This design comes from an exercise in tuning for a short achievable clock period and few clock cycles per item on the open sky130 flow, not from production work.
The RTL was checked by simulation tests, not by an equivalence proof against the original design.
Power and IR drop assume default switching activity.

`config.mk`:
```
export PLATFORM = sky130hd
export DESIGN_NAME = sysc_verilog_top
export DESIGN_NICKNAME = sysc_verilog_top
export VERILOG_FILES = /design/flow/design.v
export SDC_FILE = /design/flow/constraint.sdc
export NUM_CORES = 4
export LEC_CHECK = 0
export CAP_MARGIN = 20
export CORE_MARGIN = 2
export CORE_UTILIZATION = 40
export SLEW_MARGIN = 20
```
`constraint.sdc`:
```
create_clock -name core_clock -period 4.5 [get_ports {clk}]
set_input_delay 0.9000 -clock core_clock [delete_from_list [all_inputs] [get_ports {clk}]]
set_output_delay 0.9000 -clock core_clock [all_outputs]
set_load 0.01 [all_outputs]
```
`design.v`:
```
`timescale 1ps / 1fs
module sysc_verilog_top
(
    input  wire                   clk,
    input  wire                   rst_n,
    input  wire [8-1:0]    s_axi_awid,
    input  wire [8-1:0]  s_axi_awaddr,
    input  wire [7:0]             s_axi_awlen,
    input  wire [2:0]             s_axi_awsize,
    input  wire [1:0]             s_axi_awburst,
    input  wire                   s_axi_awlock,
    input  wire [3:0]             s_axi_awcache,
    input  wire [2:0]             s_axi_awprot,
    input  wire                   s_axi_awvalid,
    output wire                   s_axi_awready,
    input  wire [32-1:0]  s_axi_wdata,
    input  wire [4-1:0]  s_axi_wstrb,
    input  wire                   s_axi_wlast,
    input  wire                   s_axi_wvalid,
    output wire                   s_axi_wready,
    output wire [8-1:0]    s_axi_bid,
    output wire [1:0]             s_axi_bresp,
    output wire                   s_axi_bvalid,
    input  wire                   s_axi_bready,
    input  wire [8-1:0]    s_axi_arid,
    input  wire [8-1:0]  s_axi_araddr,
    input  wire [7:0]             s_axi_arlen,
    input  wire [2:0]             s_axi_arsize,
    input  wire [1:0]             s_axi_arburst,
    input  wire                   s_axi_arlock,
    input  wire [3:0]             s_axi_arcache,
    input  wire [2:0]             s_axi_arprot,
    input  wire                   s_axi_arvalid,
    output wire                   s_axi_arready,
    output wire [8-1:0]    s_axi_rid,
    output wire [32-1:0]  s_axi_rdata,
    output wire [1:0]             s_axi_rresp,
    output wire                   s_axi_rlast,
    output wire                   s_axi_rvalid,
    input  wire                   s_axi_rready
);
parameter VALID_ADDR_WIDTH = 8 - $clog2(4);
parameter WORD_WIDTH = 4;
parameter WORD_SIZE = 32/WORD_WIDTH;
localparam [0:0]
    READ_STATE_IDLE = 1'd0,
    READ_STATE_BURST = 1'd1;
reg [0:0] read_state_reg, read_state_next;
localparam [1:0]
    WRITE_STATE_IDLE = 2'd0,
    WRITE_STATE_BURST = 2'd1,
    WRITE_STATE_RESP = 2'd2;
reg [1:0] write_state_reg, write_state_next;
reg mem_wr_en;
reg mem_rd_en;
reg [8-1:0] read_id_reg, read_id_next;
reg [8-1:0] read_addr_reg, read_addr_next;
reg [7:0] read_count_reg, read_count_next;
reg [2:0] read_size_reg, read_size_next;
reg [1:0] read_burst_reg, read_burst_next;
reg [8-1:0] write_id_reg, write_id_next;
reg [8-1:0] write_addr_reg, write_addr_next;
reg [7:0] write_count_reg, write_count_next;
reg [2:0] write_size_reg, write_size_next;
reg [1:0] write_burst_reg, write_burst_next;
reg s_axi_awready_reg, s_axi_awready_next;
reg s_axi_wready_reg, s_axi_wready_next;
reg [8-1:0] s_axi_bid_reg, s_axi_bid_next;
reg s_axi_bvalid_reg, s_axi_bvalid_next;
reg s_axi_arready_reg, s_axi_arready_next;
reg [8-1:0] s_axi_rid_reg, s_axi_rid_next;
reg [32-1:0] s_axi_rdata_reg, s_axi_rdata_next;
reg s_axi_rlast_reg, s_axi_rlast_next;
reg s_axi_rvalid_reg, s_axi_rvalid_next;
reg [8-1:0] s_axi_rid_pipe_reg;
reg [32-1:0] s_axi_rdata_pipe_reg;
reg s_axi_rlast_pipe_reg;
reg s_axi_rvalid_pipe_reg;
reg [32-1:0] mem[(2**VALID_ADDR_WIDTH)-1:0];
wire [VALID_ADDR_WIDTH-1:0] s_axi_awaddr_valid = s_axi_awaddr >> (8 - VALID_ADDR_WIDTH);
wire [VALID_ADDR_WIDTH-1:0] s_axi_araddr_valid = s_axi_araddr >> (8 - VALID_ADDR_WIDTH);
wire [VALID_ADDR_WIDTH-1:0] read_addr_valid = read_addr_reg >> (8 - VALID_ADDR_WIDTH);
wire [VALID_ADDR_WIDTH-1:0] write_addr_valid = write_addr_reg >> (8 - VALID_ADDR_WIDTH);
assign s_axi_awready = s_axi_awready_reg;
assign s_axi_wready = s_axi_wready_reg;
assign s_axi_bid = s_axi_bid_reg;
assign s_axi_bresp = 2'b00;
assign s_axi_bvalid = s_axi_bvalid_reg;
assign s_axi_arready = s_axi_arready_reg;
assign s_axi_rid = 0 ? s_axi_rid_pipe_reg : s_axi_rid_reg;
assign s_axi_rdata = 0 ? s_axi_rdata_pipe_reg : s_axi_rdata_reg;
assign s_axi_rresp = 2'b00;
assign s_axi_rlast = 0 ? s_axi_rlast_pipe_reg : s_axi_rlast_reg;
assign s_axi_rvalid = 0 ? s_axi_rvalid_pipe_reg : s_axi_rvalid_reg;
integer i, j;
always @* begin
    write_state_next = WRITE_STATE_IDLE;
    mem_wr_en = 1'b0;
    write_id_next = write_id_reg;
    write_addr_next = write_addr_reg;
    write_count_next = write_count_reg;
    write_size_next = write_size_reg;
    write_burst_next = write_burst_reg;
    s_axi_awready_next = 1'b0;
    s_axi_wready_next = 1'b0;
    s_axi_bid_next = s_axi_bid_reg;
    s_axi_bvalid_next = s_axi_bvalid_reg && !s_axi_bready;
    case (write_state_reg)
        WRITE_STATE_IDLE: begin
            s_axi_awready_next = 1'b1;
            if (s_axi_awready && s_axi_awvalid) begin
                write_id_next = s_axi_awid;
                write_addr_next = s_axi_awaddr;
                write_count_next = s_axi_awlen;
                write_size_next = s_axi_awsize < $clog2(4) ? s_axi_awsize : $clog2(4);
                write_burst_next = s_axi_awburst;
                s_axi_awready_next = 1'b0;
                s_axi_wready_next = 1'b1;
                write_state_next = WRITE_STATE_BURST;
            end else begin
                write_state_next = WRITE_STATE_IDLE;
            end
        end
        WRITE_STATE_BURST: begin
            s_axi_wready_next = 1'b1;
            if (s_axi_wready && s_axi_wvalid) begin
                mem_wr_en = 1'b1;
                if (write_burst_reg != 2'b00) begin
                    write_addr_next = write_addr_reg + (1 << write_size_reg);
                end
                write_count_next = write_count_reg - 1;
                if (write_count_reg > 0) begin
                    write_state_next = WRITE_STATE_BURST;
                end else begin
                    s_axi_wready_next = 1'b0;
                    if (s_axi_bready || !s_axi_bvalid) begin
                        s_axi_bid_next = write_id_reg;
                        s_axi_bvalid_next = 1'b1;
                        s_axi_awready_next = 1'b1;
                        write_state_next = WRITE_STATE_IDLE;
                    end else begin
                        write_state_next = WRITE_STATE_RESP;
                    end
                end
            end else begin
                write_state_next = WRITE_STATE_BURST;
            end
        end
        WRITE_STATE_RESP: begin
            if (s_axi_bready || !s_axi_bvalid) begin
                s_axi_bid_next = write_id_reg;
                s_axi_bvalid_next = 1'b1;
                s_axi_awready_next = 1'b1;
                write_state_next = WRITE_STATE_IDLE;
            end else begin
                write_state_next = WRITE_STATE_RESP;
            end
        end
    endcase
end
always @(posedge clk) begin
    write_state_reg <= write_state_next;
    write_id_reg <= write_id_next;
    write_addr_reg <= write_addr_next;
    write_count_reg <= write_count_next;
    write_size_reg <= write_size_next;
    write_burst_reg <= write_burst_next;
    s_axi_awready_reg <= s_axi_awready_next;
    s_axi_wready_reg <= s_axi_wready_next;
    s_axi_bid_reg <= s_axi_bid_next;
    s_axi_bvalid_reg <= s_axi_bvalid_next;
    for (i = 0; i < WORD_WIDTH; i = i + 1) begin
        if (mem_wr_en & s_axi_wstrb[i]) begin
            mem[write_addr_valid][WORD_SIZE*i +: WORD_SIZE] <= s_axi_wdata[WORD_SIZE*i +: WORD_SIZE];
        end
    end
    if (!rst_n) begin
        write_state_reg <= WRITE_STATE_IDLE;
        s_axi_awready_reg <= 1'b0;
        s_axi_wready_reg <= 1'b0;
        s_axi_bvalid_reg <= 1'b0;
    end
end
always @* begin
    read_state_next = READ_STATE_IDLE;
    mem_rd_en = 1'b0;
    s_axi_rid_next = s_axi_rid_reg;
    s_axi_rlast_next = s_axi_rlast_reg;
    s_axi_rvalid_next = s_axi_rvalid_reg && !(s_axi_rready || (0 && !s_axi_rvalid_pipe_reg));
    read_id_next = read_id_reg;
    read_addr_next = read_addr_reg;
    read_count_next = read_count_reg;
    read_size_next = read_size_reg;
    read_burst_next = read_burst_reg;
    s_axi_arready_next = 1'b0;
    case (read_state_reg)
        READ_STATE_IDLE: begin
            s_axi_arready_next = 1'b1;
            if (s_axi_arready && s_axi_arvalid) begin
                read_id_next = s_axi_arid;
                read_addr_next = s_axi_araddr;
                read_count_next = s_axi_arlen;
                read_size_next = s_axi_arsize < $clog2(4) ? s_axi_arsize : $clog2(4);
                read_burst_next = s_axi_arburst;
                s_axi_arready_next = 1'b0;
                read_state_next = READ_STATE_BURST;
            end else begin
                read_state_next = READ_STATE_IDLE;
            end
        end
        READ_STATE_BURST: begin
            if (s_axi_rready || (0 && !s_axi_rvalid_pipe_reg) || !s_axi_rvalid_reg) begin
                mem_rd_en = 1'b1;
                s_axi_rvalid_next = 1'b1;
                s_axi_rid_next = read_id_reg;
                s_axi_rlast_next = read_count_reg == 0;
                if (read_burst_reg != 2'b00) begin
                    read_addr_next = read_addr_reg + (1 << read_size_reg);
                end
                read_count_next = read_count_reg - 1;
                if (read_count_reg > 0) begin
                    read_state_next = READ_STATE_BURST;
                end else begin
                    s_axi_arready_next = 1'b1;
                    read_state_next = READ_STATE_IDLE;
                end
            end else begin
                read_state_next = READ_STATE_BURST;
            end
        end
    endcase
end
always @(posedge clk) begin
    read_state_reg <= read_state_next;
    read_id_reg <= read_id_next;
    read_addr_reg <= read_addr_next;
    read_count_reg <= read_count_next;
    read_size_reg <= read_size_next;
    read_burst_reg <= read_burst_next;
    s_axi_arready_reg <= s_axi_arready_next;
    s_axi_rid_reg <= s_axi_rid_next;
    s_axi_rlast_reg <= s_axi_rlast_next;
    s_axi_rvalid_reg <= s_axi_rvalid_next;
    if (mem_rd_en) begin
        s_axi_rdata_reg <= mem[read_addr_valid];
    end
    if (!s_axi_rvalid_pipe_reg || s_axi_rready) begin
        s_axi_rid_pipe_reg <= s_axi_rid_reg;
        s_axi_rdata_pipe_reg <= s_axi_rdata_reg;
        s_axi_rlast_pipe_reg <= s_axi_rlast_reg;
        s_axi_rvalid_pipe_reg <= s_axi_rvalid_reg;
    end
    if (!rst_n) begin
        read_state_reg <= READ_STATE_IDLE;
        s_axi_arready_reg <= 1'b0;
        s_axi_rvalid_reg <= 1'b0;
        s_axi_rvalid_pipe_reg <= 1'b0;
    end
end
endmodule
```
`run.sh`:
```
#!/bin/bash
# synth_recipe.tcl (not shown) runs the flow's synth.tcl, then flattens the netlist and writes it again
# the make line also repeats each setting of config.mk as NAME=value (left out here)
make -C /OpenROAD-flow-scripts/flow DESIGN_CONFIG=/design/flow/config.mk WORK_HOME=/design/flow/orfs CLKGATE_MAP_FILE= SYNTH_SCRIPT=/design/flow/synth_recipe.tcl finish
```
==> metrics.cfg <==
[placement]
dpl.cell_count=7019
dpl_cell_area_um2=90400
gp_congestion=0.825
dp_hpwl_mm=145
io_buffers=154

[sta]
finalCritPeriodShare=0.829
clock_skew_ns=0.0540
min_period_ns=3.73
fin_hold_ws_ns=0.263
rsz0062_at_grt=no
drv_slew=0
final_hold_viol_count=0
relSlewSlack=0.191
setup_viol=0
timing.setup.tns_ns=0
tightest_slew_ns=1.21
max_freq_mhz=268

[worst_setup_path]
cp.required_ns=5.00
reg2reg_depth=3
rrSetupSlack_ns=0.77
r2r-start=write_addr_reg[2]
r2r-end=mem[17][26]
crit_arrival_ns=4.23
cp_max_fo=9
critPathLaunchType=register
critPathKind=reg -> reg
end_kind=register

[cts]
path_clk_slew_ns=0.06
cts_setup_buffers=0
cts_max_path_buffers=3
numCtsBuffers=207
clock_latency_ns=0.88
clkSinkCount=2163
hold_buffers=0
clockRootBuffer=clkbuf_16
cts_max_level=4
cts_tree=done
cts_resized=0

[cells_and_area]
mostFrequentLayoutCell=edfxtp_1
final_cell_mix=edfxtp_1 (2155), mux4_2 (512), buf_4 (318)
fin_cells=7414
postLayoutCellArea_um2=96900
drive_above_1_share=0.260
final_nets=4565
largest_register_ffs=2048
area_growth_pct=15.5
fill_cells=17400

[flow_run]
cap_violations=0

[route]
wirelength_mm=227
detail_route.wl_per_cell_um=30.7
postRouteAntennaNets=0
drc=0
viasPerCell=5.69
vias=42200
dr.pass1.iters=14
drtIter0Drc=5557

[grt]
grt_pass1_wl_mm=319
busiest_layer=met2
grt_usage=0.213
grt_max_degree=92
grtUsageMet3=0.0529
met1_usage=0.283
grt_pass1_vias=42400
use_met2=0.339
gr-total-overflow=0
antenna_found_initial=26

[floorplanning]
fp-row-count=168
die_h_um=462
die_x_um=462
fp.dieArea_um2=213000
initial_core_util=0.401
io_pins=176
core_um2=209000

[synthesis]
ys_async_sr_fraction=0
syn_area_um2=83900
avgSynthCellArea_um2=21.2
synth_edf_count=2155
synth.distinct_cells=61
yosysWarnings=1
syn_inst=3949
ys.flop_type=edfxtp_1
yosysSeqAreaShare=0.773
ys_ff_latch=2163

[status]
outcome=finished clean

[power_and_ir_drop]
power.total_mw=42.3
p_leak_nw=30.5
power_density_nw_per_um2=436
irDropWorstVdd_mv=0.448

[worst_hold_path]
holdPathStages=1
hold_end=mem[60][18]
hold_path_class=in -> reg
worstHoldStart=s_axi_wdata[18]

how the worst max path moves through the flow:
stage	from	end	slack (ns)	cells past startpoint
after floorplan	s_axi_wvalid	write_addr_reg[0]	2.02	5
after global placement	read_addr_reg[4]	s_axi_rdata_reg[23]	0.96	7
after detailed placement	s_axi_wvalid	mem[21][1]	0.97	6
after CTS	write_addr_reg[2]	mem[17][26]	1.0	3
after global routing	write_addr_reg[3]	mem[10][9]	0.63	3
final	write_addr_reg[2]	mem[17][26]	0.77	3
routing by layer:
metal / vias up / share of wire
met5: - / 0.0013
met4: 22 / 0.037
met3: 410 / 0.084
met2: 1773 / 0.48
met1: 22600 / 0.40
li1: 17400 / -
worst max-delay path, stage by stage, from the launching register on:
cell      delay (ns)
edfxtp_1        0.68
nor3b_1         0.90
nand2_1         0.86
nor2_1          0.89
layout make-up:
cell class	instances	area [µm²]	area share
Tap cell	2805	3510	0.0362
Antenna cell	12	30.0	0.000310
Sequential cell	2163	64900	0.670
Inverter	29	109	0.00112
Timing Repair Buffer	486	4160	0.0430
Clock buffer	263	5430	0.0561
Multi-Input combinational cell	1536	17700	0.183
Clock inverter	120	1040	0.0107
metrics by stage:
step | worst slack [ns] | utilization
finish | 0.771 | 0.464
detailed placement | 0.970 | 0.433
CTS | 0.996 | 0.463
global route | 0.633 | 0.464
floorplan | 2.02 | -
global placement | 0.963 | 0.432
cell usage after synthesis, drive strengths merged, types with 21 or more instances:
library cell,instances,area [µm²]
a221oi,60,563
a21oi,111,556
nor3,21,110
inv,27,101
nor2,313,1180
clkbuf,103,387
nand2,106,398
o221ai,39,342
o22ai,34,213
ha,22,275
a22o,34,298
mux4,512,11500
edfxtp,2155,64700
buf,123,843
o21ai,47,235
mux2i,70,701
power by group:
part	switching [mW]	internal (mW)
combinational	1.96	1.23
clock	7.51	9.20
sequential	0.0963	22.3
kinds of logic after synthesis:
| family | count (synthesis) | synth area share |
|---|---|---|
| AOI/OAI and AO/OA | 366 | 0.0302 |
| xor gates and xnor gates | 20 | 0.00209 |
| adders and majority gates | 24 | 0.00376 |
| buffers and inverters | 255 | 0.0160 |
| DFF | 2163 | 0.773 |
| muxes | 594 | 0.147 |
| other | 1 | 0.0000447 |
| and+or+nand+nor | 526 | 0.0270 |
Testbench counts, summed over its fixed seeds: cycles 5,661, items 8,352.

==> afterwards: timing with drivers on the ports <==
The flow's constraints put no driver on any port. The routed layout listed below was extracted and timed again, unchanged, in two steps.
Step 1 sets driving cells, clkbuf_16 on the clock port and buf_2 on the other inputs (assumed; they add their load-dependent delay and slew).
Step 2, shift: input delay + t, output delay - t, t = (earliest + latest rising clock arrival at the registers) / 2. This alone moves slack from input paths to output paths.
a / b / c = no drivers / after step 1 / after step 2; a / b = the first two.
shift t [ns]: 0.944
setup slack, ns: 0.771 / 0.771 / 0.771
worst setup path at the end: register to register
After both steps setup and hold are still met in this run. The setup slack of this run moves by 0.000 ns with the drivers and by 0.000 ns with both steps.
